This design comes from an exercise in tuning for small area on the open sky130 flow, not from production work.
The RTL was checked by simulation tests, not by an equivalence proof against the original design.
Power is estimated from default activity; no workload was simulated.

===== design.v =====
module blinkled
(
  input CLK,
  input RST,
  output [32-1:0] maxi_awaddr,
  output [8-1:0] maxi_awlen,
  output [3-1:0] maxi_awsize,
  output [2-1:0] maxi_awburst,
  output [1-1:0] maxi_awlock,
  output [4-1:0] maxi_awcache,
  output [3-1:0] maxi_awprot,
  output [4-1:0] maxi_awqos,
  output [2-1:0] maxi_awuser,
  output maxi_awvalid,
  input maxi_awready,
  output [32-1:0] maxi_wdata,
  output [4-1:0] maxi_wstrb,
  output maxi_wlast,
  output maxi_wvalid,
  input maxi_wready,
  input [2-1:0] maxi_bresp,
  input maxi_bvalid,
  output maxi_bready,
  output [32-1:0] maxi_araddr,
  output [8-1:0] maxi_arlen,
  output [3-1:0] maxi_arsize,
  output [2-1:0] maxi_arburst,
  output [1-1:0] maxi_arlock,
  output [4-1:0] maxi_arcache,
  output [3-1:0] maxi_arprot,
  output [4-1:0] maxi_arqos,
  output [2-1:0] maxi_aruser,
  output maxi_arvalid,
  input maxi_arready,
  input [32-1:0] maxi_rdata,
  input [2-1:0] maxi_rresp,
  input maxi_rlast,
  input maxi_rvalid,
  output maxi_rready,
  input [32-1:0] saxi_awaddr,
  input [4-1:0] saxi_awcache,
  input [3-1:0] saxi_awprot,
  input saxi_awvalid,
  output saxi_awready,
  input [32-1:0] saxi_wdata,
  input [4-1:0] saxi_wstrb,
  input saxi_wvalid,
  output saxi_wready,
  output [2-1:0] saxi_bresp,
  output saxi_bvalid,
  input saxi_bready,
  input [32-1:0] saxi_araddr,
  input [4-1:0] saxi_arcache,
  input [3-1:0] saxi_arprot,
  input saxi_arvalid,
  output saxi_arready,
  output [32-1:0] saxi_rdata,
  output [2-1:0] saxi_rresp,
  output saxi_rvalid,
  input saxi_rready
);
  assign maxi_awlen   = 8'd0;
  assign maxi_awsize  = 3'd2;
  assign maxi_awburst = 2'd1;
  assign maxi_awlock  = 1'd0;
  assign maxi_awcache = 4'd3;
  assign maxi_awprot  = 3'd0;
  assign maxi_awqos   = 4'd0;
  assign maxi_awuser  = 2'd0;
  assign maxi_wstrb   = 4'hf;
  assign maxi_wlast   = 1'b1;
  assign maxi_bready  = 1'b1;
  assign maxi_arlen   = 8'd0;
  assign maxi_arsize  = 3'd2;
  assign maxi_arburst = 2'd1;
  assign maxi_arlock  = 1'd0;
  assign maxi_arcache = 4'd3;
  assign maxi_arprot  = 3'd0;
  assign maxi_arqos   = 4'd0;
  assign maxi_aruser  = 2'd0;
  assign saxi_bresp   = 2'd0;
  assign saxi_rresp   = 2'd0;
  reg [31:0] r_n, r_a, r_b, r_c, r_s6, r_s7;
  reg        bvalid_r, rvalid_r, rbusy;
  reg [2:0]  raddr;
  wire       busy;
  wire wr = saxi_awvalid & saxi_wvalid & ~bvalid_r;
  wire rd = saxi_arvalid & ~rvalid_r;
  assign saxi_awready = wr;
  assign saxi_wready  = wr;
  assign saxi_arready = ~rvalid_r;
  assign saxi_bvalid  = bvalid_r;
  assign saxi_rvalid  = rvalid_r;
  reg [31:0] rdata_mux;
  always @* begin
    case (raddr)
      3'd2: rdata_mux = r_n;
      3'd3: rdata_mux = r_a;
      3'd4: rdata_mux = r_b;
      3'd5: rdata_mux = r_c;
      3'd6: rdata_mux = r_s6;
      3'd7: rdata_mux = r_s7;
      default: rdata_mux = {31'd0, rbusy};
    endcase
  end
  assign saxi_rdata = rdata_mux;
  wire start = wr & (saxi_awaddr[4:2] == 3'd0) & (saxi_wdata == 32'd1);
  always @(posedge CLK) begin
    if (RST) begin
      bvalid_r <= 1'b0;
      rvalid_r <= 1'b0;
    end else begin
      if (wr) bvalid_r <= 1'b1;
      else if (saxi_bready) bvalid_r <= 1'b0;
      if (rd) rvalid_r <= 1'b1;
      else if (saxi_rready) rvalid_r <= 1'b0;
    end
    if (rd) begin
      raddr <= saxi_araddr[4:2];
      rbusy <= busy;
    end
    if (wr) begin
      case (saxi_awaddr[4:2])
        3'd2: r_n  <= saxi_wdata;
        3'd3: r_a  <= saxi_wdata;
        3'd4: r_b  <= saxi_wdata;
        3'd5: r_c  <= saxi_wdata;
        3'd6: r_s6 <= saxi_wdata;
        3'd7: r_s7 <= saxi_wdata;
        default: ;
      endcase
    end
  end
  wire [4:0] n5  = r_n[4:0];
  wire [3:0] nm1 = n5 - 5'd1;
  function [13:0] addr_add;
    input [13:0] base;
    input [7:0]  off;
    reg c;
    reg p;
    integer i;
    begin
      c = 1'b0;
      for (i = 0; i < 8; i = i + 1) begin
        addr_add[i] = base[i] ^ off[i] ^ c;
        c = (base[i] & off[i]) | (c & (base[i] ^ off[i]));
      end
      p = 1'b1;
      for (i = 8; i < 14; i = i + 1) begin
        addr_add[i] = base[i] ^ (c & p);
        p = p & base[i];
      end
    end
  endfunction
  reg       ar_run, ar_sel;
  reg [3:0] ak, aj, ai;
  reg [7:0] arow, boff;
  reg       aw_v;
  reg [1:0] wcnt;
  wire ak_last = (ak == nm1);
  wire aj_last = (aj == nm1);
  wire ai_last = (ai == nm1);
  wire elem_end = ar_sel & ak_last;
  wire [7:0]  rowoff = arow + {4'd0, aw_v ? aj : ak};
  wire [7:0]  off    = (ar_sel & ~aw_v) ? boff : rowoff;
  wire [13:0] base   = aw_v ? r_c[15:2] : ar_sel ? r_b[15:2] : r_a[15:2];
  wire [13:0] addr   = addr_add(base, off);
  assign maxi_araddr  = {r_a[31:16], addr, 2'b00};
  assign maxi_awaddr  = {r_c[31:16], addr, 2'b00};
  assign maxi_arvalid = ar_run & ~aw_v & ~(elem_end & (wcnt == 2'd3));
  assign maxi_awvalid = aw_v;
  assign busy = ar_run | (wcnt != 2'd0);
  wire ar_hs = maxi_arvalid & maxi_arready;
  wire job_end = elem_end & aj_last & ai_last;
  always @(posedge CLK) begin
    if (RST) begin
      ar_run <= 1'b0;
      aw_v <= 1'b0;
      wcnt <= 2'd0;
    end else begin
      if (start) ar_run <= 1'b1;
      else if (ar_hs & job_end) ar_run <= 1'b0;
      if (start | (ar_hs & elem_end & ~job_end)) aw_v <= 1'b1;
      else if (maxi_awready) aw_v <= 1'b0;
      wcnt <= wcnt + {1'b0, start | (ar_hs & elem_end & ~job_end)} - {1'b0, maxi_bvalid};
    end
    if (start) begin
      ar_sel <= 1'b0;
      ak <= 4'd0; aj <= 4'd0; ai <= 4'd0;
      arow <= 8'd0; boff <= 8'd0;
    end else if (ar_hs) begin
      ar_sel <= ~ar_sel;
      if (ar_sel) begin
        boff <= (ak_last & aj_last) ? 8'd0 : boff + 8'd1;
        ak <= ak_last ? 4'd0 : ak + 4'd1;
        if (ak_last) begin
          aj <= aj_last ? 4'd0 : aj + 4'd1;
          if (aj_last) begin
            arow <= arow + {3'd0, n5};
            ai <= ai + 4'd1;
          end
        end
      end
    end
  end
  localparam Q_A = 3'd0, Q_A3 = 3'd1, Q_L = 3'd2, Q_F = 3'd3,
             Q_B0 = 3'd4, Q_B1 = 3'd5, Q_B2 = 3'd6, Q_W = 3'd7;
  reg [2:0]  q;
  reg [31:0] X, acc;
  reg [2:0]  cr;
  reg [3:0]  ck;
  wire qa     = (q[2:1] == 2'b00);             
  wire slice3 = (q == Q_A3) | (q == Q_L);
  wire bslice = q[2] & ~(q[1] & q[0]);         
  reg [8:0] ybus;
  always @* begin
    case (q[1:0])
      2'd0: ybus = {maxi_rdata[7:0], 1'b0};
      2'd1: ybus = maxi_rdata[15:7];
      default: ybus = maxi_rdata[23:15];
    endcase
  end
  wire [8:0]  y  = ({9{slice3}} & X[8:0]) | ({9{bslice}} & ybus);
  wire [31:0] xm = slice3 ? {X[31:9], 9'd0} : X;
  wire [31:0] sum;
  wire [2:0]  co;
  mac_core u_mac (.x(xm), .y(y), .acc(acc), .ci(cr), .sum(sum), .co(co));
  assign maxi_rready = qa | (q == Q_B2);
  assign maxi_wdata  = acc;
  assign maxi_wvalid = (q == Q_W);
  wire w_hs = (q == Q_W) & maxi_wready;
  always @(posedge CLK) begin
    if (RST | start) begin
      q <= Q_A;
    end else begin
      case (q)
        Q_A, Q_A3: if (maxi_rvalid) q <= Q_B0;
                   else q <= Q_A;
        Q_B0: if (maxi_rvalid) q <= Q_B1;
        Q_B1: if (maxi_rvalid) q <= Q_B2;
        Q_B2: if (maxi_rvalid) q <= (ck == nm1) ? Q_L : Q_A3;
        Q_L: q <= (co == 3'd0) ? Q_W : Q_F;
        Q_F: if (co == 3'd0) q <= Q_W;
        default: if (maxi_wready) q <= Q_A;
      endcase
    end
    if (start | w_hs) begin
      acc <= 32'd0;
      cr <= 3'd0;
      ck <= 4'd0;
    end else if (slice3 | (bslice & maxi_rvalid) | (q == Q_F)) begin
      acc <= sum;
      cr <= co;
    end
    if (qa & maxi_rvalid) X <= maxi_rdata;
    else if (bslice & maxi_rvalid) begin
      if (q == Q_B2) begin
        X <= {X[23:1], maxi_rdata[31:23]};
        ck <= ck + 4'd1;
      end else begin
        X <= {X[23:0], 8'd0};
      end
    end
  end
endmodule
module mac_core (
  input  [31:0] x,
  input  [8:0]  y,
  input  [31:0] acc,
  input  [2:0]  ci,
  output [31:0] sum,
  output [2:0]  co
);
  wire one1 = y[1] ^ y[0];
  wire two2 = (y[2] & ~y[1] & ~y[0]) | (~y[2] & y[1] & y[0]);
  wire neg3 = y[2] & ~(y[1] & y[0]);
  wire pp4 = ((one1 & x[0]) ^ neg3);
  wire pp5 = (((one1 & x[1]) | (two2 & x[0])) ^ neg3);
  wire pp6 = (((one1 & x[2]) | (two2 & x[1])) ^ neg3);
  wire pp7 = (((one1 & x[3]) | (two2 & x[2])) ^ neg3);
  wire pp8 = (((one1 & x[4]) | (two2 & x[3])) ^ neg3);
  wire pp9 = (((one1 & x[5]) | (two2 & x[4])) ^ neg3);
  wire pp10 = (((one1 & x[6]) | (two2 & x[5])) ^ neg3);
  wire pp11 = (((one1 & x[7]) | (two2 & x[6])) ^ neg3);
  wire pp12 = (((one1 & x[8]) | (two2 & x[7])) ^ neg3);
  wire pp13 = (((one1 & x[9]) | (two2 & x[8])) ^ neg3);
  wire pp14 = (((one1 & x[10]) | (two2 & x[9])) ^ neg3);
  wire pp15 = (((one1 & x[11]) | (two2 & x[10])) ^ neg3);
  wire pp16 = (((one1 & x[12]) | (two2 & x[11])) ^ neg3);
  wire pp17 = (((one1 & x[13]) | (two2 & x[12])) ^ neg3);
  wire pp18 = (((one1 & x[14]) | (two2 & x[13])) ^ neg3);
  wire pp19 = (((one1 & x[15]) | (two2 & x[14])) ^ neg3);
  wire pp20 = (((one1 & x[16]) | (two2 & x[15])) ^ neg3);
  wire pp21 = (((one1 & x[17]) | (two2 & x[16])) ^ neg3);
  wire pp22 = (((one1 & x[18]) | (two2 & x[17])) ^ neg3);
  wire pp23 = (((one1 & x[19]) | (two2 & x[18])) ^ neg3);
  wire pp24 = (((one1 & x[20]) | (two2 & x[19])) ^ neg3);
  wire pp25 = (((one1 & x[21]) | (two2 & x[20])) ^ neg3);
  wire pp26 = (((one1 & x[22]) | (two2 & x[21])) ^ neg3);
  wire pp27 = (((one1 & x[23]) | (two2 & x[22])) ^ neg3);
  wire pp28 = (((one1 & x[24]) | (two2 & x[23])) ^ neg3);
  wire pp29 = (((one1 & x[25]) | (two2 & x[24])) ^ neg3);
  wire pp30 = (((one1 & x[26]) | (two2 & x[25])) ^ neg3);
  wire pp31 = (((one1 & x[27]) | (two2 & x[26])) ^ neg3);
  wire pp32 = (((one1 & x[28]) | (two2 & x[27])) ^ neg3);
  wire pp33 = (((one1 & x[29]) | (two2 & x[28])) ^ neg3);
  wire pp34 = (((one1 & x[30]) | (two2 & x[29])) ^ neg3);
  wire pp35 = (((one1 & x[31]) | (two2 & x[30])) ^ neg3);
  wire one36 = y[3] ^ y[2];
  wire two37 = (y[4] & ~y[3] & ~y[2]) | (~y[4] & y[3] & y[2]);
  wire neg38 = y[4] & ~(y[3] & y[2]);
  wire pp39 = ((one36 & x[0]) ^ neg38);
  wire pp40 = (((one36 & x[1]) | (two37 & x[0])) ^ neg38);
  wire pp41 = (((one36 & x[2]) | (two37 & x[1])) ^ neg38);
  wire pp42 = (((one36 & x[3]) | (two37 & x[2])) ^ neg38);
  wire pp43 = (((one36 & x[4]) | (two37 & x[3])) ^ neg38);
  wire pp44 = (((one36 & x[5]) | (two37 & x[4])) ^ neg38);
  wire pp45 = (((one36 & x[6]) | (two37 & x[5])) ^ neg38);
  wire pp46 = (((one36 & x[7]) | (two37 & x[6])) ^ neg38);
  wire pp47 = (((one36 & x[8]) | (two37 & x[7])) ^ neg38);
  wire pp48 = (((one36 & x[9]) | (two37 & x[8])) ^ neg38);
  wire pp49 = (((one36 & x[10]) | (two37 & x[9])) ^ neg38);
  wire pp50 = (((one36 & x[11]) | (two37 & x[10])) ^ neg38);
  wire pp51 = (((one36 & x[12]) | (two37 & x[11])) ^ neg38);
  wire pp52 = (((one36 & x[13]) | (two37 & x[12])) ^ neg38);
  wire pp53 = (((one36 & x[14]) | (two37 & x[13])) ^ neg38);
  wire pp54 = (((one36 & x[15]) | (two37 & x[14])) ^ neg38);
  wire pp55 = (((one36 & x[16]) | (two37 & x[15])) ^ neg38);
  wire pp56 = (((one36 & x[17]) | (two37 & x[16])) ^ neg38);
  wire pp57 = (((one36 & x[18]) | (two37 & x[17])) ^ neg38);
  wire pp58 = (((one36 & x[19]) | (two37 & x[18])) ^ neg38);
  wire pp59 = (((one36 & x[20]) | (two37 & x[19])) ^ neg38);
  wire pp60 = (((one36 & x[21]) | (two37 & x[20])) ^ neg38);
  wire pp61 = (((one36 & x[22]) | (two37 & x[21])) ^ neg38);
  wire pp62 = (((one36 & x[23]) | (two37 & x[22])) ^ neg38);
  wire pp63 = (((one36 & x[24]) | (two37 & x[23])) ^ neg38);
  wire pp64 = (((one36 & x[25]) | (two37 & x[24])) ^ neg38);
  wire pp65 = (((one36 & x[26]) | (two37 & x[25])) ^ neg38);
  wire pp66 = (((one36 & x[27]) | (two37 & x[26])) ^ neg38);
  wire pp67 = (((one36 & x[28]) | (two37 & x[27])) ^ neg38);
  wire pp68 = (((one36 & x[29]) | (two37 & x[28])) ^ neg38);
  wire one69 = y[5] ^ y[4];
  wire two70 = (y[6] & ~y[5] & ~y[4]) | (~y[6] & y[5] & y[4]);
  wire neg71 = y[6] & ~(y[5] & y[4]);
  wire pp72 = ((one69 & x[0]) ^ neg71);
  wire pp73 = (((one69 & x[1]) | (two70 & x[0])) ^ neg71);
  wire pp74 = (((one69 & x[2]) | (two70 & x[1])) ^ neg71);
  wire pp75 = (((one69 & x[3]) | (two70 & x[2])) ^ neg71);
  wire pp76 = (((one69 & x[4]) | (two70 & x[3])) ^ neg71);
  wire pp77 = (((one69 & x[5]) | (two70 & x[4])) ^ neg71);
  wire pp78 = (((one69 & x[6]) | (two70 & x[5])) ^ neg71);
  wire pp79 = (((one69 & x[7]) | (two70 & x[6])) ^ neg71);
  wire pp80 = (((one69 & x[8]) | (two70 & x[7])) ^ neg71);
  wire pp81 = (((one69 & x[9]) | (two70 & x[8])) ^ neg71);
  wire pp82 = (((one69 & x[10]) | (two70 & x[9])) ^ neg71);
  wire pp83 = (((one69 & x[11]) | (two70 & x[10])) ^ neg71);
  wire pp84 = (((one69 & x[12]) | (two70 & x[11])) ^ neg71);
  wire pp85 = (((one69 & x[13]) | (two70 & x[12])) ^ neg71);
  wire pp86 = (((one69 & x[14]) | (two70 & x[13])) ^ neg71);
  wire pp87 = (((one69 & x[15]) | (two70 & x[14])) ^ neg71);
  wire pp88 = (((one69 & x[16]) | (two70 & x[15])) ^ neg71);
  wire pp89 = (((one69 & x[17]) | (two70 & x[16])) ^ neg71);
  wire pp90 = (((one69 & x[18]) | (two70 & x[17])) ^ neg71);
  wire pp91 = (((one69 & x[19]) | (two70 & x[18])) ^ neg71);
  wire pp92 = (((one69 & x[20]) | (two70 & x[19])) ^ neg71);
  wire pp93 = (((one69 & x[21]) | (two70 & x[20])) ^ neg71);
  wire pp94 = (((one69 & x[22]) | (two70 & x[21])) ^ neg71);
  wire pp95 = (((one69 & x[23]) | (two70 & x[22])) ^ neg71);
  wire pp96 = (((one69 & x[24]) | (two70 & x[23])) ^ neg71);
  wire pp97 = (((one69 & x[25]) | (two70 & x[24])) ^ neg71);
  wire pp98 = (((one69 & x[26]) | (two70 & x[25])) ^ neg71);
  wire pp99 = (((one69 & x[27]) | (two70 & x[26])) ^ neg71);
  wire one100 = y[7] ^ y[6];
  wire two101 = (y[8] & ~y[7] & ~y[6]) | (~y[8] & y[7] & y[6]);
  wire neg102 = y[8] & ~(y[7] & y[6]);
  wire pp103 = ((one100 & x[0]) ^ neg102);
  wire pp104 = (((one100 & x[1]) | (two101 & x[0])) ^ neg102);
  wire pp105 = (((one100 & x[2]) | (two101 & x[1])) ^ neg102);
  wire pp106 = (((one100 & x[3]) | (two101 & x[2])) ^ neg102);
  wire pp107 = (((one100 & x[4]) | (two101 & x[3])) ^ neg102);
  wire pp108 = (((one100 & x[5]) | (two101 & x[4])) ^ neg102);
  wire pp109 = (((one100 & x[6]) | (two101 & x[5])) ^ neg102);
  wire pp110 = (((one100 & x[7]) | (two101 & x[6])) ^ neg102);
  wire pp111 = (((one100 & x[8]) | (two101 & x[7])) ^ neg102);
  wire pp112 = (((one100 & x[9]) | (two101 & x[8])) ^ neg102);
  wire pp113 = (((one100 & x[10]) | (two101 & x[9])) ^ neg102);
  wire pp114 = (((one100 & x[11]) | (two101 & x[10])) ^ neg102);
  wire pp115 = (((one100 & x[12]) | (two101 & x[11])) ^ neg102);
  wire pp116 = (((one100 & x[13]) | (two101 & x[12])) ^ neg102);
  wire pp117 = (((one100 & x[14]) | (two101 & x[13])) ^ neg102);
  wire pp118 = (((one100 & x[15]) | (two101 & x[14])) ^ neg102);
  wire pp119 = (((one100 & x[16]) | (two101 & x[15])) ^ neg102);
  wire pp120 = (((one100 & x[17]) | (two101 & x[16])) ^ neg102);
  wire pp121 = (((one100 & x[18]) | (two101 & x[17])) ^ neg102);
  wire pp122 = (((one100 & x[19]) | (two101 & x[18])) ^ neg102);
  wire pp123 = (((one100 & x[20]) | (two101 & x[19])) ^ neg102);
  wire pp124 = (((one100 & x[21]) | (two101 & x[20])) ^ neg102);
  wire pp125 = (((one100 & x[22]) | (two101 & x[21])) ^ neg102);
  wire pp126 = (((one100 & x[23]) | (two101 & x[22])) ^ neg102);
  wire pp127 = (((one100 & x[24]) | (two101 & x[23])) ^ neg102);
  wire pp128 = (((one100 & x[25]) | (two101 & x[24])) ^ neg102);
  wire s129 = pp8 ^ pp41;
  wire c130 = pp8 & pp41;
  wire s131 = pp9 ^ pp42;
  wire c132 = pp9 & pp42;
  wire p133 = pp10 ^ pp43;
  wire s134 = p133 ^ pp74;
  wire c135 = (pp10 & pp43) | (p133 & pp74);
  wire s136 = pp103 ^ neg102;
  wire c137 = pp103 & neg102;
  wire p138 = pp11 ^ pp44;
  wire s139 = p138 ^ pp75;
  wire c140 = (pp11 & pp44) | (p138 & pp75);
  wire s141 = pp104 ^ acc[7];
  wire c142 = pp104 & acc[7];
  wire p143 = pp12 ^ pp45;
  wire s144 = p143 ^ pp76;
  wire c145 = (pp12 & pp45) | (p143 & pp76);
  wire s146 = pp105 ^ acc[8];
  wire c147 = pp105 & acc[8];
  wire p148 = pp13 ^ pp46;
  wire s149 = p148 ^ pp77;
  wire c150 = (pp13 & pp46) | (p148 & pp77);
  wire s151 = pp106 ^ acc[9];
  wire c152 = pp106 & acc[9];
  wire p153 = pp14 ^ pp47;
  wire s154 = p153 ^ pp78;
  wire c155 = (pp14 & pp47) | (p153 & pp78);
  wire s156 = pp107 ^ acc[10];
  wire c157 = pp107 & acc[10];
  wire p158 = pp15 ^ pp48;
  wire s159 = p158 ^ pp79;
  wire c160 = (pp15 & pp48) | (p158 & pp79);
  wire s161 = pp108 ^ acc[11];
  wire c162 = pp108 & acc[11];
  wire p163 = pp16 ^ pp49;
  wire s164 = p163 ^ pp80;
  wire c165 = (pp16 & pp49) | (p163 & pp80);
  wire s166 = pp109 ^ acc[12];
  wire c167 = pp109 & acc[12];
  wire p168 = pp17 ^ pp50;
  wire s169 = p168 ^ pp81;
  wire c170 = (pp17 & pp50) | (p168 & pp81);
  wire s171 = pp110 ^ acc[13];
  wire c172 = pp110 & acc[13];
  wire p173 = pp18 ^ pp51;
  wire s174 = p173 ^ pp82;
  wire c175 = (pp18 & pp51) | (p173 & pp82);
  wire s176 = pp111 ^ acc[14];
  wire c177 = pp111 & acc[14];
  wire p178 = pp19 ^ pp52;
  wire s179 = p178 ^ pp83;
  wire c180 = (pp19 & pp52) | (p178 & pp83);
  wire s181 = pp112 ^ acc[15];
  wire c182 = pp112 & acc[15];
  wire p183 = pp20 ^ pp53;
  wire s184 = p183 ^ pp84;
  wire c185 = (pp20 & pp53) | (p183 & pp84);
  wire s186 = pp113 ^ acc[16];
  wire c187 = pp113 & acc[16];
  wire p188 = pp21 ^ pp54;
  wire s189 = p188 ^ pp85;
  wire c190 = (pp21 & pp54) | (p188 & pp85);
  wire s191 = pp114 ^ acc[17];
  wire c192 = pp114 & acc[17];
  wire p193 = pp22 ^ pp55;
  wire s194 = p193 ^ pp86;
  wire c195 = (pp22 & pp55) | (p193 & pp86);
  wire s196 = pp115 ^ acc[18];
  wire c197 = pp115 & acc[18];
  wire p198 = pp23 ^ pp56;
  wire s199 = p198 ^ pp87;
  wire c200 = (pp23 & pp56) | (p198 & pp87);
  wire s201 = pp116 ^ acc[19];
  wire c202 = pp116 & acc[19];
  wire p203 = pp24 ^ pp57;
  wire s204 = p203 ^ pp88;
  wire c205 = (pp24 & pp57) | (p203 & pp88);
  wire s206 = pp117 ^ acc[20];
  wire c207 = pp117 & acc[20];
  wire p208 = pp25 ^ pp58;
  wire s209 = p208 ^ pp89;
  wire c210 = (pp25 & pp58) | (p208 & pp89);
  wire s211 = pp118 ^ acc[21];
  wire c212 = pp118 & acc[21];
  wire p213 = pp26 ^ pp59;
  wire s214 = p213 ^ pp90;
  wire c215 = (pp26 & pp59) | (p213 & pp90);
  wire s216 = pp119 ^ acc[22];
  wire c217 = pp119 & acc[22];
  wire p218 = pp27 ^ pp60;
  wire s219 = p218 ^ pp91;
  wire c220 = (pp27 & pp60) | (p218 & pp91);
  wire s221 = pp120 ^ acc[23];
  wire c222 = pp120 & acc[23];
  wire p223 = pp28 ^ pp61;
  wire s224 = p223 ^ pp92;
  wire c225 = (pp28 & pp61) | (p223 & pp92);
  wire s226 = pp121 ^ acc[24];
  wire c227 = pp121 & acc[24];
  wire p228 = pp29 ^ pp62;
  wire s229 = p228 ^ pp93;
  wire c230 = (pp29 & pp62) | (p228 & pp93);
  wire s231 = pp122 ^ acc[25];
  wire c232 = pp122 & acc[25];
  wire p233 = pp30 ^ pp63;
  wire s234 = p233 ^ pp94;
  wire c235 = (pp30 & pp63) | (p233 & pp94);
  wire s236 = pp123 ^ acc[26];
  wire c237 = pp123 & acc[26];
  wire p238 = pp31 ^ pp64;
  wire s239 = p238 ^ pp95;
  wire c240 = (pp31 & pp64) | (p238 & pp95);
  wire s241 = pp124 ^ acc[27];
  wire c242 = pp124 & acc[27];
  wire p243 = pp32 ^ pp65;
  wire s244 = p243 ^ pp96;
  wire c245 = (pp32 & pp65) | (p243 & pp96);
  wire s246 = pp125 ^ acc[28];
  wire c247 = pp125 & acc[28];
  wire p248 = pp33 ^ pp66;
  wire s249 = p248 ^ pp97;
  wire c250 = (pp33 & pp66) | (p248 & pp97);
  wire s251 = pp126 ^ acc[29];
  wire c252 = pp126 & acc[29];
  wire p253 = pp34 ^ pp67;
  wire s254 = p253 ^ pp98;
  wire c255 = (pp34 & pp67) | (p253 & pp98);
  wire s256 = pp127 ^ acc[30];
  wire c257 = pp127 & acc[30];
  wire p258 = pp35 ^ pp68;
  wire s259 = p258 ^ pp99;
  wire c260 = (pp35 & pp68) | (p258 & pp99);
  wire s261 = pp128 ^ acc[31];
  wire c262 = pp128 & acc[31];
  wire s263 = pp6 ^ pp39;
  wire c264 = pp6 & pp39;
  wire s265 = pp7 ^ pp40;
  wire c266 = pp7 & pp40;
  wire p267 = s129 ^ pp72;
  wire s268 = p267 ^ neg71;
  wire c269 = (s129 & pp72) | (p267 & neg71);
  wire p270 = s131 ^ pp73;
  wire s271 = p270 ^ acc[5];
  wire c272 = (s131 & pp73) | (p270 & acc[5]);
  wire p273 = s134 ^ s136;
  wire s274 = p273 ^ acc[6];
  wire c275 = (s134 & s136) | (p273 & acc[6]);
  wire p276 = s139 ^ s141;
  wire s277 = p276 ^ c135;
  wire c278 = (s139 & s141) | (p276 & c135);
  wire p279 = s144 ^ s146;
  wire s280 = p279 ^ c140;
  wire c281 = (s144 & s146) | (p279 & c140);
  wire p282 = s149 ^ s151;
  wire s283 = p282 ^ c145;
  wire c284 = (s149 & s151) | (p282 & c145);
  wire p285 = s154 ^ s156;
  wire s286 = p285 ^ c150;
  wire c287 = (s154 & s156) | (p285 & c150);
  wire p288 = s159 ^ s161;
  wire s289 = p288 ^ c155;
  wire c290 = (s159 & s161) | (p288 & c155);
  wire p291 = s164 ^ s166;
  wire s292 = p291 ^ c160;
  wire c293 = (s164 & s166) | (p291 & c160);
  wire p294 = s169 ^ s171;
  wire s295 = p294 ^ c165;
  wire c296 = (s169 & s171) | (p294 & c165);
  wire p297 = s174 ^ s176;
  wire s298 = p297 ^ c170;
  wire c299 = (s174 & s176) | (p297 & c170);
  wire p300 = s179 ^ s181;
  wire s301 = p300 ^ c175;
  wire c302 = (s179 & s181) | (p300 & c175);
  wire p303 = s184 ^ s186;
  wire s304 = p303 ^ c180;
  wire c305 = (s184 & s186) | (p303 & c180);
  wire p306 = s189 ^ s191;
  wire s307 = p306 ^ c185;
  wire c308 = (s189 & s191) | (p306 & c185);
  wire p309 = s194 ^ s196;
  wire s310 = p309 ^ c190;
  wire c311 = (s194 & s196) | (p309 & c190);
  wire p312 = s199 ^ s201;
  wire s313 = p312 ^ c195;
  wire c314 = (s199 & s201) | (p312 & c195);
  wire p315 = s204 ^ s206;
  wire s316 = p315 ^ c200;
  wire c317 = (s204 & s206) | (p315 & c200);
  wire p318 = s209 ^ s211;
  wire s319 = p318 ^ c205;
  wire c320 = (s209 & s211) | (p318 & c205);
  wire p321 = s214 ^ s216;
  wire s322 = p321 ^ c210;
  wire c323 = (s214 & s216) | (p321 & c210);
  wire p324 = s219 ^ s221;
  wire s325 = p324 ^ c215;
  wire c326 = (s219 & s221) | (p324 & c215);
  wire p327 = s224 ^ s226;
  wire s328 = p327 ^ c220;
  wire c329 = (s224 & s226) | (p327 & c220);
  wire p330 = s229 ^ s231;
  wire s331 = p330 ^ c225;
  wire c332 = (s229 & s231) | (p330 & c225);
  wire p333 = s234 ^ s236;
  wire s334 = p333 ^ c230;
  wire c335 = (s234 & s236) | (p333 & c230);
  wire p336 = s239 ^ s241;
  wire s337 = p336 ^ c235;
  wire c338 = (s239 & s241) | (p336 & c235);
  wire p339 = s244 ^ s246;
  wire s340 = p339 ^ c240;
  wire c341 = (s244 & s246) | (p339 & c240);
  wire p342 = s249 ^ s251;
  wire s343 = p342 ^ c245;
  wire c344 = (s249 & s251) | (p342 & c245);
  wire p345 = s254 ^ s256;
  wire s346 = p345 ^ c250;
  wire c347 = (s254 & s256) | (p345 & c250);
  wire p348 = s259 ^ s261;
  wire s349 = p348 ^ c255;
  wire c350 = (s259 & s261) | (p348 & c255);
  wire s351 = pp4 ^ neg3;
  wire c352 = pp4 & neg3;
  wire s353 = pp5 ^ acc[1];
  wire c354 = pp5 & acc[1];
  wire p355 = s263 ^ neg38;
  wire s356 = p355 ^ acc[2];
  wire c357 = (s263 & neg38) | (p355 & acc[2]);
  wire p358 = s265 ^ acc[3];
  wire s359 = p358 ^ c264;
  wire c360 = (s265 & acc[3]) | (p358 & c264);
  wire p361 = s268 ^ acc[4];
  wire s362 = p361 ^ c266;
  wire c363 = (s268 & acc[4]) | (p361 & c266);
  wire p364 = s271 ^ c130;
  wire s365 = p364 ^ c269;
  wire c366 = (s271 & c130) | (p364 & c269);
  wire p367 = s274 ^ c132;
  wire s368 = p367 ^ c272;
  wire c369 = (s274 & c132) | (p367 & c272);
  wire p370 = s277 ^ c137;
  wire s371 = p370 ^ c275;
  wire c372 = (s277 & c137) | (p370 & c275);
  wire p373 = s280 ^ c142;
  wire s374 = p373 ^ c278;
  wire c375 = (s280 & c142) | (p373 & c278);
  wire p376 = s283 ^ c147;
  wire s377 = p376 ^ c281;
  wire c378 = (s283 & c147) | (p376 & c281);
  wire p379 = s286 ^ c152;
  wire s380 = p379 ^ c284;
  wire c381 = (s286 & c152) | (p379 & c284);
  wire p382 = s289 ^ c157;
  wire s383 = p382 ^ c287;
  wire c384 = (s289 & c157) | (p382 & c287);
  wire p385 = s292 ^ c162;
  wire s386 = p385 ^ c290;
  wire c387 = (s292 & c162) | (p385 & c290);
  wire p388 = s295 ^ c167;
  wire s389 = p388 ^ c293;
  wire c390 = (s295 & c167) | (p388 & c293);
  wire p391 = s298 ^ c172;
  wire s392 = p391 ^ c296;
  wire c393 = (s298 & c172) | (p391 & c296);
  wire p394 = s301 ^ c177;
  wire s395 = p394 ^ c299;
  wire c396 = (s301 & c177) | (p394 & c299);
  wire p397 = s304 ^ c182;
  wire s398 = p397 ^ c302;
  wire c399 = (s304 & c182) | (p397 & c302);
  wire p400 = s307 ^ c187;
  wire s401 = p400 ^ c305;
  wire c402 = (s307 & c187) | (p400 & c305);
  wire p403 = s310 ^ c192;
  wire s404 = p403 ^ c308;
  wire c405 = (s310 & c192) | (p403 & c308);
  wire p406 = s313 ^ c197;
  wire s407 = p406 ^ c311;
  wire c408 = (s313 & c197) | (p406 & c311);
  wire p409 = s316 ^ c202;
  wire s410 = p409 ^ c314;
  wire c411 = (s316 & c202) | (p409 & c314);
  wire p412 = s319 ^ c207;
  wire s413 = p412 ^ c317;
  wire c414 = (s319 & c207) | (p412 & c317);
  wire p415 = s322 ^ c212;
  wire s416 = p415 ^ c320;
  wire c417 = (s322 & c212) | (p415 & c320);
  wire p418 = s325 ^ c217;
  wire s419 = p418 ^ c323;
  wire c420 = (s325 & c217) | (p418 & c323);
  wire p421 = s328 ^ c222;
  wire s422 = p421 ^ c326;
  wire c423 = (s328 & c222) | (p421 & c326);
  wire p424 = s331 ^ c227;
  wire s425 = p424 ^ c329;
  wire c426 = (s331 & c227) | (p424 & c329);
  wire p427 = s334 ^ c232;
  wire s428 = p427 ^ c332;
  wire c429 = (s334 & c232) | (p427 & c332);
  wire p430 = s337 ^ c237;
  wire s431 = p430 ^ c335;
  wire c432 = (s337 & c237) | (p430 & c335);
  wire p433 = s340 ^ c242;
  wire s434 = p433 ^ c338;
  wire c435 = (s340 & c242) | (p433 & c338);
  wire p436 = s343 ^ c247;
  wire s437 = p436 ^ c341;
  wire c438 = (s343 & c247) | (p436 & c341);
  wire p439 = s346 ^ c252;
  wire s440 = p439 ^ c344;
  wire c441 = (s346 & c252) | (p439 & c344);
  wire p442 = s349 ^ c257;
  wire s443 = p442 ^ c347;
  wire c444 = (s349 & c257) | (p442 & c347);
  wire s445 = s351 ^ acc[0];
  wire c446 = s351 & acc[0];
  wire p447 = s353 ^ c352;
  wire s448 = p447 ^ c446;
  wire c449 = (s353 & c352) | (p447 & c446);
  wire p450 = s356 ^ c354;
  wire s451 = p450 ^ c449;
  wire c452 = (s356 & c354) | (p450 & c449);
  wire p453 = s359 ^ c357;
  wire s454 = p453 ^ c452;
  wire c455 = (s359 & c357) | (p453 & c452);
  wire p456 = s362 ^ c360;
  wire s457 = p456 ^ c455;
  wire c458 = (s362 & c360) | (p456 & c455);
  wire p459 = s365 ^ c363;
  wire s460 = p459 ^ c458;
  wire c461 = (s365 & c363) | (p459 & c458);
  wire p462 = s368 ^ c366;
  wire s463 = p462 ^ c461;
  wire c464 = (s368 & c366) | (p462 & c461);
  wire p465 = s371 ^ c369;
  wire s466 = p465 ^ c464;
  wire c467 = (s371 & c369) | (p465 & c464);
  wire p468 = s374 ^ c372;
  wire s469 = p468 ^ ci[0];
  wire c470 = (s374 & c372) | (p468 & ci[0]);
  wire p471 = s377 ^ c375;
  wire s472 = p471 ^ c470;
  wire c473 = (s377 & c375) | (p471 & c470);
  wire p474 = s380 ^ c378;
  wire s475 = p474 ^ c473;
  wire c476 = (s380 & c378) | (p474 & c473);
  wire p477 = s383 ^ c381;
  wire s478 = p477 ^ c476;
  wire c479 = (s383 & c381) | (p477 & c476);
  wire p480 = s386 ^ c384;
  wire s481 = p480 ^ c479;
  wire c482 = (s386 & c384) | (p480 & c479);
  wire p483 = s389 ^ c387;
  wire s484 = p483 ^ c482;
  wire c485 = (s389 & c387) | (p483 & c482);
  wire p486 = s392 ^ c390;
  wire s487 = p486 ^ c485;
  wire c488 = (s392 & c390) | (p486 & c485);
  wire p489 = s395 ^ c393;
  wire s490 = p489 ^ c488;
  wire c491 = (s395 & c393) | (p489 & c488);
  wire p492 = s398 ^ c396;
  wire s493 = p492 ^ ci[1];
  wire c494 = (s398 & c396) | (p492 & ci[1]);
  wire p495 = s401 ^ c399;
  wire s496 = p495 ^ c494;
  wire c497 = (s401 & c399) | (p495 & c494);
  wire p498 = s404 ^ c402;
  wire s499 = p498 ^ c497;
  wire c500 = (s404 & c402) | (p498 & c497);
  wire p501 = s407 ^ c405;
  wire s502 = p501 ^ c500;
  wire c503 = (s407 & c405) | (p501 & c500);
  wire p504 = s410 ^ c408;
  wire s505 = p504 ^ c503;
  wire c506 = (s410 & c408) | (p504 & c503);
  wire p507 = s413 ^ c411;
  wire s508 = p507 ^ c506;
  wire c509 = (s413 & c411) | (p507 & c506);
  wire p510 = s416 ^ c414;
  wire s511 = p510 ^ c509;
  wire c512 = (s416 & c414) | (p510 & c509);
  wire p513 = s419 ^ c417;
  wire s514 = p513 ^ c512;
  wire c515 = (s419 & c417) | (p513 & c512);
  wire p516 = s422 ^ c420;
  wire s517 = p516 ^ ci[2];
  wire c518 = (s422 & c420) | (p516 & ci[2]);
  wire p519 = s425 ^ c423;
  wire s520 = p519 ^ c518;
  wire c521 = (s425 & c423) | (p519 & c518);
  wire p522 = s428 ^ c426;
  wire s523 = p522 ^ c521;
  wire c524 = (s428 & c426) | (p522 & c521);
  wire p525 = s431 ^ c429;
  wire s526 = p525 ^ c524;
  wire c527 = (s431 & c429) | (p525 & c524);
  wire p528 = s434 ^ c432;
  wire s529 = p528 ^ c527;
  wire c530 = (s434 & c432) | (p528 & c527);
  wire p531 = s437 ^ c435;
  wire s532 = p531 ^ c530;
  wire c533 = (s437 & c435) | (p531 & c530);
  wire p534 = s440 ^ c438;
  wire s535 = p534 ^ c533;
  wire c536 = (s440 & c438) | (p534 & c533);
  wire p537 = s443 ^ c441;
  wire s538 = p537 ^ c536;
  wire c539 = (s443 & c441) | (p537 & c536);
  assign sum = {s538, s535, s532, s529, s526, s523, s520, s517, s514, s511, s508, s505, s502, s499, s496, s493, s490, s487, s484, s481, s478, s475, s472, s469, s466, s463, s460, s457, s454, s451, s448, s445};
  assign co = {c515, c491, c467};
endmodule

===== flow/run.sh =====
#!/bin/bash
# ORFS layout through the standard.sh, with these changes:
#  - after the standard synthesis, flow/fa_polarity.py re-chooses the
#    polarity of each full-adder cell (a full adder on inverted inputs gives
#    inverted outputs) to remove inverters; registers are untouched;
#  - smaller port buffers, one tie cell per constant;
#  - a clock tree of clkbuf_2 without dummy loads.
# Each tool's output goes to a log of its own in this folder.
set -euo pipefail
ARGS=(
  'BUFFER_PORTS_ARGS=-buffer_cell sky130_fd_sc_hd__buf_1'
  'SKIP_REPAIR_TIE_FANOUT=1'
  'CTS_ARGS=-sink_clustering_enable -repair_clock_nets -dont_use_dummy_load -sink_clustering_size 6 -sink_clustering_max_diameter 30 -buf_list {sky130_fd_sc_hd__clkbuf_2}'
)
R=orfs/results/sky130hd/blinkled/base
bash standard.sh "${ARGS[@]}" synth > flow_synth.log 2>&1
cp "$R/1_2_yosys.v" flow_1_2_yosys_standard.v
python3 flow/fa_polarity.py flow_1_2_yosys_standard.v "$R/1_2_yosys.v" > flow_fa_polarity.log 2>&1
rm -f "$R/1_synth.odb" "$R/1_synth.sdc"
bash standard.sh "${ARGS[@]}" finish > flow_make.log 2>&1

===== flow/fa_polarity.py =====
#!/usr/bin/env python3
"""Remove inverters around full-adder cells of a flat sky130hd netlist.

A full adder is self-dual: FA(~a, ~b, ~c) = (~sum, ~cout).  This script
chooses, for each sky130_fd_sc_hd__fa_* cell, whether to implement it on the
complemented inputs (giving complemented outputs), so that as few inverters
as possible are needed, and rewrites the netlist with one inverter per net
that needs one.  Registers and all other cells are left as they are.

usage: fa_polarity.py IN.v OUT.v
"""
import re
import sys

OUT_PINS = {"X", "Y", "Q", "Q_N", "SUM", "COUT", "HI", "LO"}

src = open(sys.argv[1]).read()
inst_re = re.compile(r"(?ms)^  (sky130_fd_sc_hd__(\w+)) (\S+) \((.*?)\n  \);\n")
pin_re = re.compile(r"\.(\w+)\(([^()]*)\)")

insts = []
for m in inst_re.finditer(src):
    pins = [(p, n.strip()) for p, n in pin_re.findall(m.group(4))]
    insts.append(dict(span=m.span(), cell=m.group(1), typ=m.group(2), name=m.group(3), pins=pins))

# output ports (bit-level names as they appear on pins)
outports = set()
for m in re.finditer(r"(?m)^  output (\[(\d+):(\d+)\] )?(\S+);", src):
    if m.group(1):
        hi, lo = int(m.group(2)), int(m.group(3))
        for b in range(min(hi, lo), max(hi, lo) + 1):
            outports.add(f"{m.group(4)}[{b}]")
    else:
        outports.add(m.group(4))

def is_inv(i):
    return re.fullmatch(r"(clk)?inv_\d+", i["typ"]) is not None

def is_fa(i):
    return re.fullmatch(r"fa_\d+", i["typ"]) is not None

# inverters we may remove: output net is not a port, input is not a constant
inv_of = {}   # output net -> input net
removable = set()
for k, i in enumerate(insts):
    if is_inv(i):
        d = dict(i["pins"])
        if d["Y"] not in outports and not d["A"].startswith(("1'", "0'")):
            inv_of[d["Y"]] = d["A"]
            removable.add(k)

def root(n):
    p = 0
    seen = 0
    while n in inv_of:
        n = inv_of[n]
        p ^= 1
        seen += 1
        if seen > 100:
            raise SystemExit("inverter loop")
    return n, p

# driver of each root net
drv = {}
for k, i in enumerate(insts):
    if k in removable:
        continue
    for p, n in i["pins"]:
        if p in OUT_PINS:
            drv[n] = k

# loads: (inst index, pin, root, parity)
loads = {}   # root -> list of (k, pin, parity)
for k, i in enumerate(insts):
    if k in removable:
        continue
    for p, n in i["pins"]:
        if p in OUT_PINS:
            continue
        r, par = root(n)
        loads.setdefault(r, []).append((k, p, par))
# output ports that are driven through removable inverters can't happen (kept)

fa_ids = [k for k, i in enumerate(insts) if is_fa(i)]
flip = {k: 0 for k in fa_ids}

def needs_inv(r):
    f = flip.get(drv.get(r, -1), 0)
    for k, p, par in loads.get(r, []):
        g = flip.get(k, 0)
        if par ^ g ^ f:
            return 1
    return 0

def roots_of(k):
    rs = set()
    for p, n in insts[k]["pins"]:
        if p in OUT_PINS:
            rs.add(n)
        else:
            rs.add(root(n)[0])
    return rs

before = sum(needs_inv(r) for r in loads)
changed = True
passes = 0
while changed and passes < 50:
    changed = False
    passes += 1
    for k in fa_ids:
        rs = roots_of(k)
        c0 = sum(needs_inv(r) for r in rs)
        flip[k] ^= 1
        c1 = sum(needs_inv(r) for r in rs)
        if c1 < c0:
            changed = True
        else:
            flip[k] ^= 1
# then a deterministic annealing pass, keeping the best assignment seen
import math
import random
rng = random.Random(1)
cur = sum(needs_inv(r) for r in loads)
best = dict(flip)
bestc = cur
STEPS = 200000
for it in range(STEPS):
    k = rng.choice(fa_ids)
    rs = roots_of(k)
    c0 = sum(needs_inv(r) for r in rs)
    flip[k] ^= 1
    d = sum(needs_inv(r) for r in rs) - c0
    T = max(0.05, 2.0 * (1 - it / STEPS))
    if d <= 0 or rng.random() < math.exp(-d / T):
        cur += d
        if cur < bestc:
            bestc = cur
            best = dict(flip)
    else:
        flip[k] ^= 1
flip.update(best)
after = sum(needs_inv(r) for r in loads)

# rewrite
def esc(n):
    return n + " " if n.startswith("\\") else n

newnet = {}
new_insts = []
for r in sorted(loads):
    if needs_inv(r):
        idx = len(newnet)
        nn = f"_fapol_n{idx}_"
        newnet[r] = nn
        new_insts.append(f"  sky130_fd_sc_hd__inv_1 _fapol_i{idx}_ (\n    .A({esc(r)}),\n    .Y({nn})\n  );\n")

def pin_net(k, p, n):
    r, par = root(n)
    f = flip.get(drv.get(r, -1), 0)
    g = flip.get(k, 0)
    return newnet[r] if (par ^ g ^ f) else r

out = []
pos = 0
for k, i in enumerate(insts):
    s, e = i["span"]
    out.append(src[pos:s])
    pos = e
    if k in removable:
        continue
    body = []
    for p, n in i["pins"]:
        body.append(f"    .{p}({esc(n if p in OUT_PINS else pin_net(k, p, n))})")
    out.append(f"  {i['cell']} {i['name']} (\n" + ",\n".join(body) + "\n  );\n")
rest = src[pos:]
decl = "".join(f"  wire {nn};\n" for nn in newnet.values())
ins = "".join(new_insts)
endm = rest.rindex("endmodule")
out.append(rest[:endm] + decl + ins + rest[endm:])
open(sys.argv[2], "w").write("".join(out))
print(f"fa cells {len(fa_ids)}, flipped {sum(flip.values())}, removable inverters {len(removable)}, "
      f"inverters before {before} (kept {len(insts) and sum(1 for i in insts if is_inv(i)) - len(removable)}), after {after}")

===== standard.sh =====
#!/bin/bash
# synth_recipe.tcl (not shown) runs the flow's synth.tcl, then flattens the netlist and writes it again
# the make line also repeats each setting of config.mk as NAME=value (left out here)
make -C /OpenROAD-flow-scripts/flow DESIGN_CONFIG=/design/flow/config.mk WORK_HOME=/design/flow/orfs CLKGATE_MAP_FILE= SYNTH_SCRIPT=/design/flow/synth_recipe.tcl "${@:-finish}"

===== config.mk =====
export PLATFORM = sky130hd
export DESIGN_NAME = blinkled
export DESIGN_NICKNAME = blinkled
export VERILOG_FILES = /design/flow/design.v
export SDC_FILE = /design/flow/constraint.sdc
export NUM_CORES = 4
export LEC_CHECK = 0
export CAP_MARGIN = 0
export CORE_MARGIN = 2
export CORE_UTILIZATION = 60
export SLEW_MARGIN = 0

===== constraint.sdc =====
create_clock -name core_clock -period 10.0 [get_ports {CLK}]
set_input_delay 2.0000 -clock core_clock [delete_from_list [all_inputs] [get_ports {CLK}]]
set_output_delay 2.0000 -clock core_clock [all_outputs]
set_load 0.01 [all_outputs]

==> results.rst, run 1 <==
.. list-table::
   :header-rows: 1

   * - Metric
     - Value
   * - Status
     - timing/DRC/antenna clean
   * - Initial standard-cell utilization of the core
     - 61.1%
   * - Highest clock rate
     - 113 MHz
   * - Total number of vias
     - 13300
   * - Row count
     - 65
   * - Post-synth net total
     - 2057
   * - Pin count of the biggest net entering global routing
     - 55
   * - Post-route ant nets
     - 0
   * - Num ports
     - 364
   * - Cell total after placement
     - 2144
   * - Setup TNS Final
     - 0 ns
   * - Fraction of layout cells with a size suffix above 1
     - 10.4%
   * - Hold buffer count at cts
     - 0
   * - Type of destination of the critical path
     - register
   * - PortBufs
     - 214
   * - Max Cap Viol
     - 0
   * - Smallest setup slack after layout
     - 1.18 ns
   * - Setup repair after global routing missed its margin
     - false
   * - Final critical-path share of the clock period
     - 88.2%
   * - Overall routing resource usage
     - 29.2%
   * - Maximum count of clock buffers along a single path
     - 3
   * - Area of the die
     - 0.0338 mm2
   * - Largest fanout of any net on the critical path
     - 13
   * - DIE WIDTH
     - 184 um
   * - Total of warnings raised by yosys
     - 1
   * - Minimum clock period after layout
     - 8.82 ns
   * - Non-filler cells in the finished layout
     - 2224
   * - Synthesized area divided by synthesized cell count
     - 11.3 um2
   * - DRC violations left
     - 0
   * - Data required time at the worst endpoint
     - 10.80 ns
   * - Minimum hold slack
     - 0.473 ns
   * - Post-synthesis to final-layout area growth
     - 4.06%
   * - Post-synthesis instance area
     - 0.0194 mm2
   * - Leakage Power
     - 7.61 nW
   * - Final count of pins violating max slew
     - 0
   * - Clk Tree Root Cell
     - clkbuf_2
   * - Worst-Margin Slew
     - 1.13 ns
   * - Total clock buffers created by CTS
     - 78
   * - Drt initial violations
     - 908
   * - H-Tree Depth
     - 3
   * - Worst slew margin relative to its limit
     - 24.3%
   * - Post-CTS setup buffers
     - 0
   * - First-pass GRT wire length
     - 74700 um
   * - Std-Cell Core Area
     - 0.0317 mm2
   * - Vias per inst
     - 6.00
   * - Data arrival time of the critical path
     - 9.62 ns
   * - Maximum vdd drop
     - 0.199 mV
   * - Count of final hold-check violations
     - 0
   * - Cell count after synthesis
     - 1721
   * - Count of nets after finishing
     - 2158
   * - Number of clock sinks
     - 305
   * - Total of fill cells in the finished design
     - 2678
   * - TritonCTS clock tree
     - built
   * - Post-DP HPWL
     - 33100 um
   * - Vert. Die Dim
     - 184 um
   * - First drt pass iteration count
     - 5
   * - Post-cts sizing count
     - 0
   * - Total congestion overflow
     - 0
   * - Post-CTS clock slew at the launch and capture registers of the worst setup and hold paths
     - 0.05 ns
   * - Critical path startpoint category
     - input port
   * - Post-Place Worst Slack
     - 0.351 ns
   * - Startpoint-to-endpoint class of the critical path
     - input port to register
   * - Worst hold path type
     - register to register
   * - Placer congestion estimate
     - 0.886
   * - Clock network latency to the later pin of the worst-skew pair
     - 0.91 ns
   * - Setup-violating endpoint count in the final report
     - 0
   * - Initial antenna violation count
     - 6
   * - Routed length per placed instance
     - 21.7 um
   * - Worst clock skew
     - 0.112 ns
   * - Number of global-route vias before repair
     - 13300
   * - Power density relative to cell area
     - 272 mW/mm2
   * - DRT Wirelength
     - 48200 um
-- flip-flops by register name, indices dropped and copies added (netlist names), 4 cells and up --
| name | count |
|---|---|
| X | 32 |
| acc | 32 |
| ai | 4 |
| aj | 4 |
| ak | 4 |
| arow | 8 |
| boff | 8 |
| ck | 4 |
| r_a | 32 |
| r_b | 32 |
| r_c | 32 |
| r_n | 32 |
| r_s6 | 32 |
| r_s7 | 32 |
-- routing by layer --
layer | up-vias | share of wire (%) | global-route usage, %
li1 | 6179 | - | -
met1 | 6544 | 41 | 36.9
met2 | 496 | 49 | 48.3
met3 | 118 | 6.5 | 6.32
met4 | 6 | 3.9 | 13.7
met5 | - | 0.083 | 0
-- through the flow --
step                instance area (um2)  util, %  total power [mW]
floorplan                         19400        -              4.13
global placement                  19800     62.4              4.81
detailed placement                19800     62.4              4.91
CTS                               20200     63.6              5.57
global route                      20200     63.6              6.14
finish                            20200     63.6              5.49
-- worst paths after layout --
kind	slack (ns)	depth (start not counted)	startpoint	end
max	1.18	26	maxi_rdata[17]	acc[31]
min	0.47	2	acc[27]	acc[27]
max reg2reg	1.46	25	q[2]	acc[31]
min reg2reg	0.47	2	acc[27]	acc[27]
-- cell usage in the layout, fill, tap and decap left out, drive strengths merged, types with 4 or more instances in the layout --
master	n
fa	119
nor3	8
inv	90
and2	4
a31oi	6
or3	4
a22o	8
xor2	79
or2	7
nor2b	9
nand4	11
nand2	104
mux2	25
a21oi	57
a211oi	10
nand3	49
xnor2	95
nand2b	12
dfxtp	77
a32oi	8
edfxtp	228
buf	259
a22oi	195
ha	54
nor4	12
mux2i	33
a21o	5
o21ai	34
nor2	97
clkbuf	78
and3	6
-- area by class of cell --
| cell class | instances | area [um2] | share of cell area, % |
|---|---|---|---|
| inverter | 90 | 338 | 1.67 |
| multi-input combinational | 1088 | 9400 | 46.6 |
| sequential | 305 | 8390 | 41.6 |
| tap | 402 | 503 | 2.49 |
| timing repair buffer | 259 | 1150 | 5.72 |
| clock buffer | 78 | 390 | 1.94 |
| antenna | 2 | 5.00 | 0.0248 |
-- critical path: stages --
cell and delay [ns]:
buf_1 0.12, mux2i_1 0.16, o21ai_1 0.09, a22oi_2 0.28, inv_1 0.18, ha_1 0.66
a22oi_1 0.19, xnor2_1 0.20, fa_1 0.53, inv_1 0.05, fa_1 0.50, fa_1 0.51
fa_1 0.43, fa_1 0.41, fa_1 0.41, fa_1 0.41, fa_1 0.39, fa_1 0.40
fa_1 0.41, xnor2_1 0.23, xnor2_1 0.16, xnor2_1 0.16, xnor2_1 0.10, xnor2_1 0.23
xnor3_1 0.25, a21oi_1 0.15
-- power breakdown --
part	internal, mW	switching [mW]	leakage, nW
Clock	0.201	0.447	0.324
Sequential	1.49	0.113	2.72
Combinational	1.49	1.75	4.56
==> run 2, diff against run 1 <==
--- a/design.v
+++ b/design.v
@@ -203,8 +203,8 @@
       end
     end
   end
-  localparam Q_A = 3'd0, Q_A3 = 3'd1, Q_L = 3'd2, Q_F = 3'd3,
-             Q_B0 = 3'd4, Q_B1 = 3'd5, Q_B2 = 3'd6, Q_W = 3'd7;
+  localparam Q_A = 3'd0, Q_A3 = 3'd1, Q_L = 3'd2, Q_W = 3'd3,
+             Q_B0 = 3'd4, Q_B1 = 3'd5, Q_B2 = 3'd6;
   reg [2:0]  q;
   reg [31:0] X, acc;
   reg [2:0]  cr;
@@ -227,8 +227,8 @@
   mac_core u_mac (.x(xm), .y(y), .acc(acc), .ci(cr), .sum(sum), .co(co));
   assign maxi_rready = qa | (q == Q_B2);
   assign maxi_wdata  = acc;
-  assign maxi_wvalid = (q == Q_W);
-  wire w_hs = (q == Q_W) & maxi_wready;
+  assign maxi_wvalid = (q == Q_W) & (cr == 3'd0);
+  wire w_hs = maxi_wvalid & maxi_wready;
   always @(posedge CLK) begin
     if (RST | start) begin
       q <= Q_A;
@@ -239,20 +239,20 @@
         Q_B0: if (maxi_rvalid) q <= Q_B1;
         Q_B1: if (maxi_rvalid) q <= Q_B2;
         Q_B2: if (maxi_rvalid) q <= (ck == nm1) ? Q_L : Q_A3;
-        Q_L: q <= (co == 3'd0) ? Q_W : Q_F;
-        Q_F: if (co == 3'd0) q <= Q_W;
-        default: if (maxi_wready) q <= Q_A;
+        Q_L: q <= Q_W;
+        Q_W: if (w_hs) q <= Q_A;
+        default: q <= Q_A;
       endcase
     end
     if (start | w_hs) begin
       acc <= 32'd0;
       cr <= 3'd0;
       ck <= 4'd0;
-    end else if (slice3 | (bslice & maxi_rvalid) | (q == Q_F)) begin
+    end else if (~(bslice & ~maxi_rvalid)) begin
       acc <= sum;
       cr <= co;
     end
-    if (qa & maxi_rvalid) X <= maxi_rdata;
+    if (qa) X <= maxi_rdata;
     else if (bslice & maxi_rvalid) begin
       if (q == Q_B2) begin
         X <= {X[23:1], maxi_rdata[31:23]};
--- a/flow/run.sh
+++ b/flow/run.sh
@@ -4,13 +4,13 @@
 #    polarity of each full-adder cell (a full adder on inverted inputs gives
 #    inverted outputs) to remove inverters; registers are untouched;
 #  - smaller port buffers, one tie cell per constant;
-#  - a clock tree of clkbuf_2 without dummy loads.
+#  - a clock tree of clkbuf_4 without dummy loads.
 # Each tool's output goes to a log of its own in this folder.
 set -euo pipefail
 ARGS=(
   'BUFFER_PORTS_ARGS=-buffer_cell sky130_fd_sc_hd__buf_1'
   'SKIP_REPAIR_TIE_FANOUT=1'
-  'CTS_ARGS=-sink_clustering_enable -repair_clock_nets -dont_use_dummy_load -sink_clustering_size 6 -sink_clustering_max_diameter 30 -buf_list {sky130_fd_sc_hd__clkbuf_2}'
+  'CTS_ARGS=-sink_clustering_enable -repair_clock_nets -dont_use_dummy_load -sink_clustering_size 10 -sink_clustering_max_diameter 40 -buf_list {sky130_fd_sc_hd__clkbuf_4}'
 )
 R=orfs/results/sky130hd/blinkled/base
 bash standard.sh "${ARGS[@]}" synth > flow_synth.log 2>&1
==> run 2 against run 1 <==
  * Non-clock buffer count down 9
  * Global-route usage fell by 1.1 points
  * Sequential cell count unchanged
  * Via count is 2.4% lower
  * Final area down 1.2%
  * Register-to-register slack better by 0.06 ns
  * Maximum frequency decreased by 0.40%
  * Clock power is 4.8% lower
  * Sequential share of layout area grew 0.51 points
  * Final cell count fell by 2.3%
  * Combinational power increased by 16%
  * Wire length fell by 3.3%
  * Largest power group unchanged
==> results.rst, run 2 <==
.. list-table::
   :header-rows: 1

   * - Metric
     - Value
   * - Status
     - timing/DRC/antenna clean
   * - Cell count after synthesis
     - 1702
   * - Drt initial violations
     - 821
   * - DRT Wirelength
     - 46600 um
   * - Startpoint-to-endpoint class of the critical path
     - register to output pin
   * - Initial antenna violation count
     - 7
   * - Post-synthesis instance area
     - 0.0192 mm2
   * - Master of the slowest instance on the critical path
     - nor4_1
   * - Number of global-route vias before repair
     - 12900
   * - Global route hottest layer
     - met2
   * - Minimum clock period after layout
     - 8.85 ns
   * - Critical path buffer and inverter count
     - 2
   * - Post-CTS setup buffers
     - 0
   * - Routed length per placed instance
     - 21.4 um
   * - Vias per inst
     - 6.00
   * - Final standard cell utilization of the core
     - 63.2%
   * - Reg2Reg Capture Point
     - acc[15]
   * - Count of nets after finishing
     - 2105
   * - Total number of vias
     - 13000
   * - Setup TNS Final
     - 0 ns
   * - Pin count of the biggest net entering global routing
     - 55
   * - Top cell family by delay on the critical path
     - adder cells
   * - First-pass GRT wire length
     - 72000 um
   * - Instance count on the critical path
     - 17
   * - Worst slew margin relative to its limit
     - 20.3%
   * - DIE WIDTH
     - 183 um
   * - Overall routing resource usage
     - 28.1%
   * - Launch instance of the worst register-to-register path
     - q[0]
   * - Maximum vdd drop
     - 0.238 mV
   * - Setup-violating endpoint count in the final report
     - 0
   * - Clock network latency to the later pin of the worst-skew pair
     - 0.80 ns
   * - Total congestion overflow
     - 0
   * - Clk Tree Root Cell
     - clkbuf_4
   * - Total of warnings raised by yosys
     - 1
   * - TritonCTS clock tree
     - built
   * - Final count of pins violating max slew
     - 0
   * - Routing usage on met3
     - 5.06%
   * - Fraction of power consumed by combinational cells
     - 62.1%
   * - Leakage Power
     - 7.42 nW
   * - First drt pass iteration count
     - 6
   * - Max Cap Viol
     - 0
   * - Critical path startpoint category
     - register
   * - Row count
     - 65
   * - Hold buffer count at cts
     - 0
   * - Beginning of the critical path
     - aw_v
   * - Worst path max stage delay
     - 0.53 ns
   * - Highest clock rate
     - 113 MHz
   * - Post-CTS clock slew at the launch and capture registers of the worst setup and hold paths
     - 0.07 ns
   * - Data required time at the worst endpoint
     - 8.00 ns
   * - Most common cell on crit path
     - fa_1
   * - Data arrival time of the critical path
     - 6.85 ns
   * - Maximum count of clock buffers along a single path
     - 3
   * - Largest fanout of any net on the critical path
     - 38
   * - Setup repair after global routing missed its margin
     - false
   * - Num ports
     - 364
   * - CP Capture Point
     - maxi_araddr[15]
   * - Post-synth net total
     - 2038
   * - Post-DP HPWL
     - 32700 um
   * - Commonest cells after routing, fill and taps aside
     - edfxtp_1, buf_1, a22oi_1
   * - Final critical-path share of the clock period
     - 88.5%
   * - Post-cts sizing count
     - 0
   * - Type of destination of the critical path
     - output pin
   * - Number of clock sinks
     - 305
   * - Worst hold path type
     - register to register
   * - Initial standard-cell utilization of the core
     - 60.9%
   * - CP cell instances
     - buf_4, mux2_2, ha_1, fa_1, mux2i_1, fa_1, fa_1, fa_1, fa_1, fa_1, fa_1, fa_1, nor4_1, nor2b_1, nand2b_1, xnor2_1, buf_1
   * - Count of final hold-check violations
     - 0
   * - Synthesized area divided by synthesized cell count
     - 11.3 um2
   * - Power share of the clock group
     - 10.2%
   * - Post-route ant nets
     - 0
   * - R2r setup slk
     - 1.52 ns
   * - Most common cell after layout, fill and taps aside
     - edfxtp_1
   * - PortBufs
     - 214
   * - Met1 usage
     - 37.2%
   * - Std-Cell Core Area
     - 0.0316 mm2
   * - Switching share of power
     - 41.2%
   * - Area of the die
     - 0.0335 mm2
   * - Fraction of layout cells with a size suffix above 1
     - 8.38%
   * - Worst clock skew
     - 0.100 ns
   * - Placer congestion estimate
     - 0.891
   * - Switching power
     - 2.50 mW
   * - Post-synthesis to final-layout area growth
     - 3.66%
   * - Sequential share of power
     - 27.7%
   * - Total clock buffers created by CTS
     - 47
   * - Power density relative to cell area
     - 305 mW/mm2
   * - H-Tree Depth
     - 2
   * - Design internal power
     - 3.57 mW
   * - Worst-Margin Slew
     - 1.19 ns
   * - Vert. Die Dim
     - 183 um
   * - Cell count of the worst reg-to-reg path
     - 23
   * - Grt met2 use
     - 46.0%
   * - DRC violations left
     - 0
run 2: cell type report:
| type | instances | area, um2 |
|---|---|---|
| inverters | 88 | 330 |
| well taps | 402 | 503 |
| clock buffers | 47 | 353 |
| fillers | 2585 | 11600 |
| flip-flops and latches | 305 | 8390 |
| diodes | 4 | 10.0 |
| multi-input cells | 1077 | 9270 |
| repair buffers | 250 | 1070 |
run 2: worst min path at each step:
stage / from / end / slack (ns) / cells past startpoint
2_1_floorplan: ck[2] / ck[2] / 0.47 / 2
3_3_place_gp: acc[0] / acc[0] / 0.46 / 2
3_5_place_dp: acc[21] / acc[21] / 0.47 / 2
4_1_cts: acc[21] / acc[21] / 0.48 / 2
5_1_grt: acc[29] / acc[29] / 0.49 / 2
6_report: acc[21] / acc[21] / 0.48 / 2
run 2: worst reg2reg max path, delay by kind of cell, from the launching register on:
kind / cells / cell delay, ns
adder cells (fa/ha/maj): 11 / 4.55
AND/OR/NAND/NOR: 3 / 1.40
AO/OA/AOI/OAI: 4 / 0.98
flip-flops: 1 / 0.59
buffers and inverters: 3 / 0.48
XOR/XNOR: 2 / 0.41
run 2: through the flow:
stage | instances | hold slack, ns | setup WS, ns | power [mW] | area (um2)
3_5_place_dp | 2122 | 0.472 | 0.555 | 5.52 | 19600
6_report | 2173 | 0.476 | 1.15 | 6.07 | 19900
3_3_place_gp | 2122 | 0.460 | 0.617 | 5.43 | 19600
4_1_cts | 2169 | 0.481 | 1.05 | 6.16 | 19900
5_1_grt | 2171 | 0.491 | 0.832 | 6.85 | 19900
2_1_floorplan | 1702 | 0.472 | 0.731 | 4.74 | 19200
run 2: power by group through the flow:
stage	logic (mW)	registers (mW)	clock network (mW)
after floorplan	3.07	1.67	0
after global placement	3.72	1.71	0
after detailed placement	3.81	1.71	0
after CTS	3.84	1.68	0.643
after global routing	4.46	1.70	0.690
final	3.77	1.68	0.618
run 2: layer usage:
metal / share of wire (%) / wire length (um) / vias up
met5: 0.069 / 32 / -
met4: 3.7 / 1740 / 6
met3: 6.5 / 3040 / 99
met2: 48 / 22200 / 458
met1: 42 / 19600 / 6421
li1: - / - / 6045

[static timing again, ports no longer ideal]
In the flow no input, the clock included, has a driving cell. The finished layouts below were timed again as built, in two steps.
Step 1 sets driving cells, clkbuf_16 on the clock port and buf_2 on the other inputs (assumed; they add their load-dependent delay and slew).
Step 2 also shifts input and output timing later by t, the mid clock arrival at the registers, as if the neighbouring blocks saw the same clock.
Slacks: ideal ports / drivers / drivers and shift; pairs: ideal ports / drivers.
| run | t (ns) | setup slack, ns | clock arrival spread, ns | worst register clock-pin slew, ns | cell pins on the clock port's net |
|---|---|---|---|---|---|
| run 1 | 0.915 | 1.183 / 1.207 / 0.292 | 0.136 / 0.136 | 0.12 / 0.12 | 1 |
| run 2 | 0.796 | 1.148 / 1.096 / 0.553 | 0.104 / 0.103 | 0.11 / 0.11 | 1 |
After both steps every run listed still meets setup and hold. The setup slack of run 1, which loses most, moves by +0.024 ns with the drivers and by -0.891 ns with both steps.
